This is an optimization exercise on Yosys and OpenROAD, whose aim is small area, a short achievable clock period and few clock cycles per item, not a production implementation.
No functional check of the RTL was part of any run shown here.
No activity file was given, so power comes from the tool's default toggle rates.

## flow/design.v (module list and top-level ports; edited modules follow where they fit)
// module mmult: 1774 lines
module mmult(
    input clk,
    input reset_n,
    input enable,
    input [0:9*8-1] A_mat,
    input [0:9*8-1] B_mat,
    output valid,
    output [0:9*17-1] C_mat
);
  // ...
==> flow/flow/run.sh <==
#!/bin/bash
# Standard layout, with these changes: Yosys's "abc -fast" pre-pass is skipped
# (so the full adders extract with clean polarity), the port buffers are the
# smallest plain buffer instead of the delay buffer buffer_ports picks, and
# timing repair aims for 7.0 ns of setup slack instead of 0.
export SYNTH_ARGS=-noabc
export BUFFER_PORTS_ARGS="-buffer_cell sky130_fd_sc_hd__buf_1"
export SETUP_SLACK_MARGIN=7.0
bash standard.sh > standard.log 2>&1
==> flow/standard.sh <==
#!/bin/bash
# synth_recipe.tcl (not shown) runs the flow's synth.tcl, then flattens the netlist and writes it again
# the make line also repeats each setting of config.mk as NAME=value (left out here)
make -C /OpenROAD-flow-scripts/flow DESIGN_CONFIG=/design/flow/config.mk WORK_HOME=/design/flow/orfs CLKGATE_MAP_FILE= SYNTH_SCRIPT=/design/flow/synth_recipe.tcl "${@:-finish}"
==> flow/config.mk <==
export PLATFORM = sky130hd
export DESIGN_NAME = mmult
export DESIGN_NICKNAME = mmult
export VERILOG_FILES = /design/flow/design.v
export SDC_FILE = /design/flow/constraint.sdc
export NUM_CORES = 4
export LEC_CHECK = 0
export CAP_MARGIN = 20
export CORE_MARGIN = 2
export CORE_UTILIZATION = 40
export SLEW_MARGIN = 20
==> flow/constraint.sdc <==
create_clock -name core_clock -period 11.0 [get_ports {clk}]
set_input_delay 2.2000 -clock core_clock [delete_from_list [all_inputs] [get_ports {clk}]]
set_output_delay 2.2000 -clock core_clock [all_outputs]
set_load 0.01 [all_outputs]
==> impl_metrics.env, run 1 <==
export IMPL_antenna_found_initial=6
export IMPL_yosysTopAreaCellShare=0.310
export IMPL_crit_type="flop to primary output"
export IMPL_drtIter0Drc=960
export IMPL_status="complete, no violations"
export IMPL_final_hold_viol_count=0
export IMPL_cts_tree="built"
export IMPL_ys_top_cells_by_area="fa_1, dfxtp_1, and2_1"
export IMPL_diodes=6
export IMPL_postCtsSetupBuffers=30
export IMPL_path_max_fanout=2
export IMPL_async_flop_share=0
export IMPL_startpoint_type="flop"
export IMPL_power_mw=7.79
export IMPL_largest_reg_flops=153
export IMPL_clk_share=0.0390
export IMPL_worstPathCellList="ha_4 > and4_4 > nor2b_4 > o21ai_1 > xnor2_2 > buf_2"
export IMPL_rsz0062_at_grt="yes"
export IMPL_multi_input_area_mm2=0.0237
export IMPL_tapCellCount=969
export IMPL_hold_path_startpoint="B[33]"
export IMPL_holdCritPathClass="flop to flop"
export IMPL_multi_input_area_share=0.671
export IMPL_fin_nets=4113
export IMPL_synth_most_common_cell="and2_1"
export IMPL_dr_pass1_iters=6
export IMPL_cts_buffers=41
export IMPL_area_growth_synth_to_final_pct=16.9
export IMPL_finalCritPeriodShare=0.387
export IMPL_cts_resized=264
export IMPL_inv_count=24
export IMPL_antenna_left=0
export IMPL_fin_area_mm2=0.0353
==> inputs of run 2 (changes only) <==
==> flow/flow/run.sh (replaced) <==
#!/bin/bash
# Standard layout, with these changes: Yosys's "abc -fast" pre-pass is skipped
# (so the full adders extract with clean polarity), the port buffers are the
# smallest plain buffer instead of the delay buffer buffer_ports picks, and
# timing repair aims for 7.2 ns of setup slack instead of 0.
export SYNTH_ARGS=-noabc
export BUFFER_PORTS_ARGS="-buffer_cell sky130_fd_sc_hd__buf_1"
export SETUP_SLACK_MARGIN=7.2
bash standard.sh > standard.log 2>&1
==> run 2 against run 1 <==
Critical path depth did not move. Synthesized cell count unchanged. Register-to-register slack better by 0.13 ns. Non-clock buffer count increased by 60. First-iteration DRC count grew 13%. Worst hold slack lost 0.0035 ns. Sequential share of layout area fell by 0.64 points. Via count increased by 3.1%. Largest power group unchanged. Worst setup slack lost 0.0036 ns. Largest cell class unchanged. Utilization up 2.2 points. Critical endpoint unchanged. Still clean. Clock skew shrank 0.0031 ns.
==> impl_metrics.env, run 2 <==
export IMPL_status="complete, no violations"
export IMPL_dieHeight_um=279
export IMPL_synth_most_common_cell="and2_1"
export IMPL_cpPeakStageDelay_ns=0.34
export IMPL_syn_area_mm2=0.0302
export IMPL_antenna_found_initial=9
export IMPL_syn_nets=3871
export IMPL_yosysSeqAreaShare=0.210
export IMPL_antenna_left=0
export IMPL_synth_main_ff_cell="dfxtp_1"
export IMPL_required_ns=8.80
export IMPL_synth_top_area_cell="fa_1"
export IMPL_holdCritPathClass="flop to flop"
export IMPL_clockBufferDepth=3
export IMPL_rsz0062_at_grt="yes"
export IMPL_vias_per_cell=5.22
export IMPL_fin_area_mm2=0.0369
export IMPL_initial_utilization=0.405
export IMPL_synth_edf_count=0
export IMPL_largest_reg_flops=153
export IMPL_path_buf_inv=1
export IMPL_finalCritPeriodShare=0.387
export IMPL_h_tree_depth=2
export IMPL_synth_cell_types=41
export IMPL_final_hold_viol_count=0
export IMPL_root_buffer="clkbuf_16"
export IMPL_finClkSkew_ns=0.0185
export IMPL_place_area_mm2=0.0318
export IMPL_postCtsHoldBufs=0
export IMPL_maxCapViolCount=0
export IMPL_cts_buffers=41
export IMPL_cts_tree="built"
export IMPL_wl_per_cell_um=21.4
export IMPL_top_register="S"
export IMPL_biggestRegsByFlops="S (153), A (72), B (72)"
export IMPL_ys_seq_elements=317
export IMPL_netlist_instances=2985
export IMPL_setup_tns_ns=0
export IMPL_core_mm2=0.0746
export IMPL_arrival_ns=2.06
export IMPL_crit_type="flop to primary output"
export IMPL_drt_wl_total_mm=91.8
export IMPL_path_clk_slew_ns=0.06
export IMPL_die_area_mm2=0.0778
export IMPL_overflow=0
export IMPL_fin_nets=4175
export IMPL_async_flop_share=0
export IMPL_drc=0
export IMPL_drtIter0Drc=1087
export IMPL_vias=22400
export IMPL_grt_pass1_vias=23800
export IMPL_total_leakage_power_nw=17.0
export IMPL_worstPathCellList="ha_4 > and4_4 > nor2b_4 > o21ai_1 > xnor2_2 > buf_2"
export IMPL_nFillCells=6835
export IMPL_tightest_slew_ns=0.799
export IMPL_worstSkewPairLatency_ns=0.60
export IMPL_setup_viol=0
export IMPL_slew_violations=0
export IMPL_grt_usage=0.232
export IMPL_timing_slew_headroom=0.467
export IMPL_final_common_cell="and2_1"
export IMPL_ioPinCount=301
export IMPL_critPathSlowestCell="dfxtp_2"
export IMPL_synth_commonest_cells="and2_1, fa_1, nand2_1"
export IMPL_power_density_mw_per_mm2=225
export IMPL_post_dp_hpwl_mm=58.3
export IMPL_worst_setup_path_end_kind="primary output"
export IMPL_drive_gt1_frac=0.202
export IMPL_path_max_fanout=2
export IMPL_area_growth_synth_to_final_pct=22.2
export IMPL_dieWidth_um=279
export IMPL_grt_pass1_wl_mm=139
export IMPL_cpLargestDelayFamily="simple AND/OR/NAND/NOR gates"
export IMPL_power_mw=8.30
export IMPL_grt_max_degree=89
export IMPL_ys_top_cells_by_area="fa_1, dfxtp_1, and2_1"
export IMPL_ys_warn_count=1
export IMPL_yosysTopAreaCellShare=0.310
export IMPL_port_buffers=300
export IMPL_place_congestion=0.811
export IMPL_fin_crit_ns=4.26
export IMPL_dr_pass1_iters=7
export IMPL_rows=100
export IMPL_max_clock_freq_ghz=0.235
export IMPL_startpoint_type="flop"
export IMPL_clock_sinks=317
export IMPL_ir_drop_mv=0.126
export IMPL_avgSynthCellArea_um2=10.1
export IMPL_layout_common_cells="and2_1, fa_1, nand2_1"
-- run 2: cell count changes in the layout (fill, tap and decap cells not counted), sizes merged --
cell	change
buf	+45
nand2	+1
clkbuf	+11
diode	+5
and2	+1
bufbuf	+4
-- run 2: layer usage --
metal	up-vias	routed length [um]	GRT usage
met5	-	13	0
met2	687	42800	0.378
li1	10300	-	-
met3	165	5850	0.0361
met1	11200	39600	0.313
met4	2	3490	0.0834
-- run 2: area by class of cell --
| class | count | area, um^2 | share of cell area |
|---|---|---|---|
| Antenna cell | 11 | 27.5 | 0.000745 |
| Clock buffer | 55 | 1170 | 0.0316 |
| Sequential cell | 317 | 6610 | 0.179 |
| Inverter | 24 | 90.1 | 0.00244 |
| Tap cell | 969 | 1210 | 0.0328 |
| Timing Repair Buffer | 465 | 3280 | 0.0888 |
| Multi-Input combinational cell | 2440 | 24300 | 0.659 |
| Clock inverter | 17 | 210 | 0.00569 |
-- run 2: final timing paths --
path | startpoint | end | slack, ns | depth (start not counted)
worst min register to register | B[33] | B[9] | 0.40 | 2
worst max register to register | B[8] | S[23] | 7.28 | 12
worst max-delay path | S[38] | C_mat[36] | 6.74 | 6
worst min-delay path | B[33] | B[9] | 0.40 | 2
-- run 2: worst reg2reg max path, stage by stage, from the launching register on --
cell and delay [ns]:
dfxtp_4 0.38, buf_12 0.16, buf_4 0.14, and2_1 0.16, fa_1 0.47, fa_1 0.44, fa_1 0.49, fa_1 0.54
ha_4 0.23, a21o_1 0.19, a21oi_2 0.17, xor2_1 0.16, nor2_1 0.06
-- run 2: power breakdown --
part	total [mW]	switching (mW)	leakage [nW]	internal (mW)
registers	1.69	0.293	2.68	1.40
clock network	1.39	0.589	0.674	0.804
logic	5.22	2.67	13.6	2.54
-- run 2: kinds of logic (layout without fill, tap and decap cells) --
logic type,Yosys count,after routing,share of synthesized area
AOI/OAI and AO/OA,242,242,0.0514
buffers and inverters,232,561,0.0378
DFF,317,317,0.210
xor gates and xnor gates,142,142,0.0412
adders and majority gates,739,739,0.422
other,0,11,0
and+or+nand+nor,1312,1316,0.237
muxes,1,1,0.000331
-- run 2: stage by stage --
stage	instances	hold slack (ns)	setup slack, ns	util
final	4298	0.398	6.74	0.495
after global routing	4291	0.423	6.68	0.495
after floorplan	2985	0.392	7.36	-
after CTS	4234	0.405	6.66	0.475
after global placement	4089	0.394	5.85	0.427
after detailed placement	4089	0.398	5.87	0.427
-- run 2: what timing repair did --
item                                    4_1_cts  5_1_grt
pin swaps                                    72       78
cloned                                        8        9
endpoints found under the hold margin         0        0
resized for setup                           436      233
setup buffers                                65       44
endpoints found under the setup margin      322      126

==> re-timing with driven ports <==
Ports are ideal in the flow. The routed layouts listed here were re-timed in OpenROAD. Step 1 assumes that a clkbuf_16 drives the clock port and a buf_2 every other input. Step 2 adds t to the input delays and takes it off the output delays; t is the mean of the earliest and latest rising clock arrival at the registers after step 1. Input paths then give back, and output paths get back, about the clock's delay inside the block. Slacks: no drivers / after step 1 / after step 2; pairs: no drivers / after step 1.
run | t (ns) | slack for setup (ns) | hold slack, ns | clock arrival spread, ns | worst register clock-pin slew, ns
run 1 | 0.653 | 6.746 / 6.679 / 6.540 | 0.401 / 0.401 / 0.401 | 0.023 / 0.023 | 0.07 / 0.07
run 2 | 0.653 | 6.742 / 6.676 / 6.685 | 0.398 / 0.398 / 0.398 | 0.022 / 0.023 | 0.07 / 0.07
After both steps every run listed still meets setup and hold. For run 1, which loses most, drivers alone change the setup slack by -0.067 ns; drivers and shift together by -0.206 ns.
